This is an optimization exercise on Yosys and OpenROAD, whose aim is small area and a short achievable clock period, not a production implementation. Function was checked by simulation only, so behaviour that the tests miss may differ from the original.

Setup of red:
## fir_16tap
module fir_16tap (
	input  wire               clk,
	input  wire               rst,
	input  wire signed [15:0] xin,
	output wire signed [35:0] yout
);
reg  [15:0] d [1:14];            
reg  [15:0] m;                   
reg  [22:0] y;
reg  [22:0] v;
reg  [3:0]  cnt;                 
wire        mv = &cnt[3:1];      
wire [15:0] mn = mv ? {~d[14][15], d[14][14:0]} : 16'h8000;
wire [15:0] xf = {~xin[15], xin[14:0]};
wire [22:0] y_n, v_n;
wire [22:0] p = {y[21:0], 1'b0} ^ v;    
wire [22:0] g = {y[21:0], 1'b0} & v;
fir_v u_v (.y(y), .m(m), .mn(mn), .s(v_n));
fir_y u_y (.p(p), .g(g), .xf(xf), .s(y_n));
integer k;
always @(posedge clk) begin
	d[1] <= xin;
	for (k = 2; k <= 14; k = k + 1)
		d[k] <= d[k-1];
end
always @(posedge clk) begin
	if (rst) begin
		cnt <= 4'd0;
		m   <= 16'h8000;
		y   <= 23'd0;
		v   <= 23'h7f8000;
	end else begin
		if (!(&cnt))
			cnt <= cnt + 4'd1;
		m   <= mn;
		y   <= y_n;
		v   <= v_n;
	end
end
assign yout = {{13{y[22]}}, y};
endmodule
For scale: about 890 cells after synthesis, roughly 290 flip-flops, ~9700 µm² of cells after synthesis.
Settings: LEC_CHECK=0, CAP_MARGIN=20, CORE_MARGIN=2, CORE_UTILIZATION=65, GPL_TIMING_DRIVEN=1, SLEW_MARGIN=20, SYNTH_HIERARCHICAL=1; clock period 12.5 ns.
standard.sh (not shown) runs the stock make flow with config.mk's settings and CLKGATE_MAP_FILE= SYNTH_SCRIPT=/design/flow/synth_recipe.tcl, a recipe that flattens the netlist after the stock synthesis.
==> flow/flow/run.sh <==
#!/bin/bash
# The standard layout, with:
# - ORFS synthesis run through flow/my_synth.tcl, which is synth_recipe.tcl
#   with Yosys's abc pass given flow/abc.script and the full-adder
#   extraction limited to full adders in module fir_v;
# - a tighter setup target for timing repair;
# - small port buffers;
# - a clock tree of small buffers without dummy loads.
# make's output goes to make.log.
set -euo pipefail
export MY_ABC_SCRIPT="$PWD/flow/abc.script"
export MY_EXTRACT_FA="-fa fir_v"
bash standard.sh \
  "SYNTH_SCRIPT=$PWD/flow/my_synth.tcl" \
  SETUP_SLACK_MARGIN=8.4 \
  "BUFFER_PORTS_ARGS=-buffer_cell sky130_fd_sc_hd__buf_2" \
  "CTS_ARGS=-sink_clustering_enable -repair_clock_nets -dont_use_dummy_load -buf_list {sky130_fd_sc_hd__clkbuf_8} -sink_clustering_size 20 -sink_clustering_max_diameter 50" \
  finish > make.log 2>&1
==> flow/flow/abc.script <==
&get -n
&st
&dch
&nf -R 1000
&put
topo
stime -c
==> flow/flow/my_synth.tcl <==
proc synth {args} { yosys synth -nofsm -noshare {*}$args }
proc abc {args} {
  set i [lsearch -exact $args -script]
  if {$i >= 0 && [info exists ::env(MY_ABC_SCRIPT)]} { lset args [expr {$i + 1}] $::env(MY_ABC_SCRIPT) }
  yosys abc {*}$args
}
proc extract_fa {args} {
  if {[info exists ::env(MY_EXTRACT_FA)]} { set args $::env(MY_EXTRACT_FA) }
  yosys extract_fa {*}$args
}
source $::env(SCRIPTS_DIR)/synth.tcl
# left out here: clear keep_hierarchy, flatten, clean up, hide names made inside functions, write 1_2_yosys.v
red went all the way through the flow, and no timing, DRC or antenna check failed.
What blue does differently from red at the input level:
# red
export LEC_CHECK = 0
export CAP_MARGIN = 20
export CORE_MARGIN = 2
export CORE_UTILIZATION = 65
export GPL_TIMING_DRIVEN = 1
export SLEW_MARGIN = 20
export SYNTH_HIERARCHICAL = 1
create_clock -name core_clock -period 12.5 [get_ports {clk}]
# blue
export LEC_CHECK = 0
export CAP_MARGIN = 20
export CORE_MARGIN = 2
export CORE_UTILIZATION = 65
export SLEW_MARGIN = 20
export SYNTH_HIERARCHICAL = 1
create_clock -name core_clock -period 12.5 [get_ports {clk}]
--- a/flow/flow/run.sh
+++ b/flow/flow/run.sh
@@ -13,5 +13,5 @@
 bash standard.sh \
   "SYNTH_SCRIPT=$PWD/flow/my_synth.tcl" \
-  SETUP_SLACK_MARGIN=8.4 \
+  SETUP_SLACK_MARGIN=8.5 \
   "BUFFER_PORTS_ARGS=-buffer_cell sky130_fd_sc_hd__buf_2" \
   "CTS_ARGS=-sink_clustering_enable -repair_clock_nets -dont_use_dummy_load -buf_list {sky130_fd_sc_hd__clkbuf_8} -sink_clustering_size 20 -sink_clustering_max_diameter 50" \
==> flow/flow/abc.script <==
&get -n
&st
&dch
&nf -R 1000
&put
buffer -c
topo
stime -c
upsize -c
dnsize -c
Results
- Looking at non-clock buffer count, blue sits 11 higher than red does.
- The run showing the greater sequential share of layout area is red.
- Higher final standard cell count with taps included and fillers excluded goes to blue over red.
- Delta (blue minus red): utilization after layout has increased; final routed wirelength across all metal layers -1.5%; final design instance area without fill went up by about 4.4%.
- Global router's overall resource usage: higher on red

---

fir_16tap again, from the RTL that the note above started with.
clock: 12.5 ns
lec_check: 0
cap_margin: 20
core_margin: 2
core_utilization: 60
slew_margin: 20
synth_hierarchical: 1
==> flow/flow/run.sh <==
#!/bin/bash
# The standard layout, with:
# - ORFS synthesis run through flow/my_synth.tcl, which is synth_recipe.tcl
#   with Yosys's abc pass given flow/abc.script (flow/abc_y.script for
#   module fir_y) and the full-adder extraction limited to full adders in
#   module fir_v;
# - a tighter setup target for timing repair;
# - small port buffers;
# - a clock tree of small buffers without dummy loads.
# make's output goes to make.log.
set -euo pipefail
export MY_ABC_SCRIPT="$PWD/flow/abc.script"
export MY_ABC_SCRIPT_Y="$PWD/flow/abc_y.script"
export MY_EXTRACT_FA="-fa fir_v"
bash standard.sh \
  "SYNTH_SCRIPT=$PWD/flow/my_synth.tcl" \
  SETUP_SLACK_MARGIN=8.4 \
  "BUFFER_PORTS_ARGS=-buffer_cell sky130_fd_sc_hd__buf_2" \
  "CTS_ARGS=-sink_clustering_enable -repair_clock_nets -dont_use_dummy_load -buf_list {sky130_fd_sc_hd__clkbuf_8} -sink_clustering_size 20 -sink_clustering_max_diameter 50" \
  finish > make.log 2>&1
==> flow/flow/abc.script <==
&get -n
&st
&dch
&nf -R 1000
&put
topo
stime -c
==> flow/flow/abc_y.script <==
&get -n
&st
&dch
&nf -R 1000
&put
buffer -c
topo
stime -c
upsize -c
dnsize -c
==> flow/flow/my_synth.tcl <==
proc synth {args} { yosys synth -nofsm -noshare {*}$args }
proc abc {args} {
  set i [lsearch -exact $args -script]
  if {$i < 0 || ![info exists ::env(MY_ABC_SCRIPT_Y)]} { yosys abc {*}$args; return }
  set rest $args
  lset rest [expr {$i + 1}] $::env(MY_ABC_SCRIPT)
  yosys abc {*}$rest fir_16tap fir_v
  lset args [expr {$i + 1}] $::env(MY_ABC_SCRIPT_Y)
  yosys abc {*}$args fir_y
}
proc extract_fa {args} {
  if {[info exists ::env(MY_EXTRACT_FA)]} { set args $::env(MY_EXTRACT_FA) }
  yosys extract_fa {*}$args
}
source $::env(SCRIPTS_DIR)/synth.tcl
# left out here: clear keep_hierarchy, flatten, clean up, hide names made inside functions, write 1_2_yosys.v
The starting point finished clean.
Then changed:
--- a/flow/flow/run.sh
+++ b/flow/flow/run.sh
@@ -3,5 +3,4 @@
 # - ORFS synthesis run through flow/my_synth.tcl, which is synth_recipe.tcl
-#   with Yosys's abc pass given flow/abc.script (flow/abc_y.script for
-#   module fir_y) and the full-adder extraction limited to full adders in
-#   module fir_v;
+#   with Yosys's abc pass given flow/abc.script and the full-adder
+#   extraction limited to full adders in module fir_v;
 # - a tighter setup target for timing repair;
@@ -12,3 +11,2 @@
 export MY_ABC_SCRIPT="$PWD/flow/abc.script"
-export MY_ABC_SCRIPT_Y="$PWD/flow/abc_y.script"
 export MY_EXTRACT_FA="-fa fir_v"
==> flow/flow/abc.script (replaced) <==
&get -n
&st
&dch
&nf -R 1000
&put
buffer -c
topo
stime -c
upsize -c
dnsize -c
--- a/flow/flow/my_synth.tcl
+++ b/flow/flow/my_synth.tcl
@@ -3,8 +3,4 @@
   set i [lsearch -exact $args -script]
-  if {$i < 0 || ![info exists ::env(MY_ABC_SCRIPT_Y)]} { yosys abc {*}$args; return }
-  set rest $args
-  lset rest [expr {$i + 1}] $::env(MY_ABC_SCRIPT)
-  yosys abc {*}$rest fir_16tap fir_v
-  lset args [expr {$i + 1}] $::env(MY_ABC_SCRIPT_Y)
-  yosys abc {*}$args fir_y
+  if {$i >= 0 && [info exists ::env(MY_ABC_SCRIPT)]} { lset args [expr {$i + 1}] $::env(MY_ABC_SCRIPT) }
+  yosys abc {*}$args
 }
- CORE_UTILIZATION: 60 -> 65
removed: flow/flow/abc_y.script
=> Cell area came out higher slightly. Routed wire length went up by a few percent. Critical path depth went down by 1. Worst hold slack gets better by 28 ps. Clock skew came out lower by 37 ps.
Then changed:
--- a/flow/flow/run.sh
+++ b/flow/flow/run.sh
@@ -14,3 +14,3 @@
   "SYNTH_SCRIPT=$PWD/flow/my_synth.tcl" \
-  SETUP_SLACK_MARGIN=8.4 \
+  SETUP_SLACK_MARGIN=8.0 \
   "BUFFER_PORTS_ARGS=-buffer_cell sky130_fd_sc_hd__buf_2" \
Design area is lower slightly.
Worst hold slack is worse by 13 ps.
Die area stays the same.
Setup slack got worse by 70 ps.
Global-route usage drops by 1.1 points.
Synthesized area stays the same.
Wire length came out lower by a few percent.
Via count drops slightly.
Clock skew is lower by 15 ps.
Critical path depth climbs by 3.
Then changed:
--- a/flow/flow/run.sh
+++ b/flow/flow/run.sh
@@ -14,3 +14,3 @@
   "SYNTH_SCRIPT=$PWD/flow/my_synth.tcl" \
-  SETUP_SLACK_MARGIN=8.0 \
+  SETUP_SLACK_MARGIN=8.4 \
   "BUFFER_PORTS_ARGS=-buffer_cell sky130_fd_sc_hd__buf_2" \
==> flow/flow/abc.script (replaced) <==
&get -n
&st
&syn2
&dch
&nf
&put
buffer -c
topo
stime -c
upsize -c
dnsize -c
Result: Utilization grows by 0.92 points. Critical path depth shrinks by 3. Routed wire length grows by 11%.
Then changed:
==> flow/flow/abc.script (replaced) <==
&get -n
&st
&dch
&nf -R 1000
&put
topo
stime -c
- CORE_UTILIZATION: 65 -> 70
Outcome:
- cell count decreases by 3.8%
- clock skew falls by 5.8 ps
- wire length decreases by about 1.1%
- critical path depth is higher by 1
- design area shrinks by 2.4%
- non-clock buffer count rose by 2
Then changed:
--- a/flow/flow/run.sh
+++ b/flow/flow/run.sh
@@ -14,3 +14,3 @@
   "SYNTH_SCRIPT=$PWD/flow/my_synth.tcl" \
-  SETUP_SLACK_MARGIN=8.4 \
+  SETUP_SLACK_MARGIN=8.2 \
   "BUFFER_PORTS_ARGS=-buffer_cell sky130_fd_sc_hd__buf_2" \
==> flow/flow/abc.script (replaced) <==
&get -n
&st
&dch
&nf -R 1000
&put
buffer -c
topo
stime -c
upsize -c
dnsize -c
- CORE_UTILIZATION: 70 -> 65
Outcome:
- setup slack gets better by 28 ps
- clock skew is about the same
- utilization falls by 8.9 points
- cell count rises by 1.3%

re-timing with driven ports:
Ports are ideal in the flow. The routed layouts listed here were re-timed in OpenROAD.
Step 1 assumes that a clkbuf_16 drives the clock port and a buf_2 every other input.
Step 2 times the ports against the registers' clock, not the clock port: input delays grow and output delays shrink by t, the midpoint of the rising clock arrivals with the driver on.
Slacks: ideal ports / drivers / drivers and shift; pairs: ideal ports / drivers.
run	shift t [ns]	slack for setup (ns)	worst hold slack (ns)	worst setup path at the end
red	0.556	8.479 / 8.500 / 7.944	0.288 / 0.288 / 0.288	input to register
blue	0.557	8.554 / 8.573 / 8.016	0.277 / 0.277 / 0.277	input to register
the first run of note 2	0.552	8.512 / 8.532 / 7.980	0.263 / 0.263 / 0.263	input to register
the second run of note 2	0.568	8.548 / 8.565 / 7.998	0.291 / 0.291 / 0.291	input to register
the third run of note 2	0.572	8.478 / 8.491 / 7.920	0.278 / 0.278 / 0.278	input to register
the fourth run of note 2	0.545	8.497 / 8.510 / 7.965	0.260 / 0.260 / 0.260	input to register
the fifth run of note 2	0.541	8.449 / 8.462 / 7.921	0.288 / 0.288 / 0.288	input to register
the sixth run of note 2	0.572	8.478 / 8.491 / 7.920	0.278 / 0.278 / 0.278	input to register
After both steps every run listed still meets setup and hold.
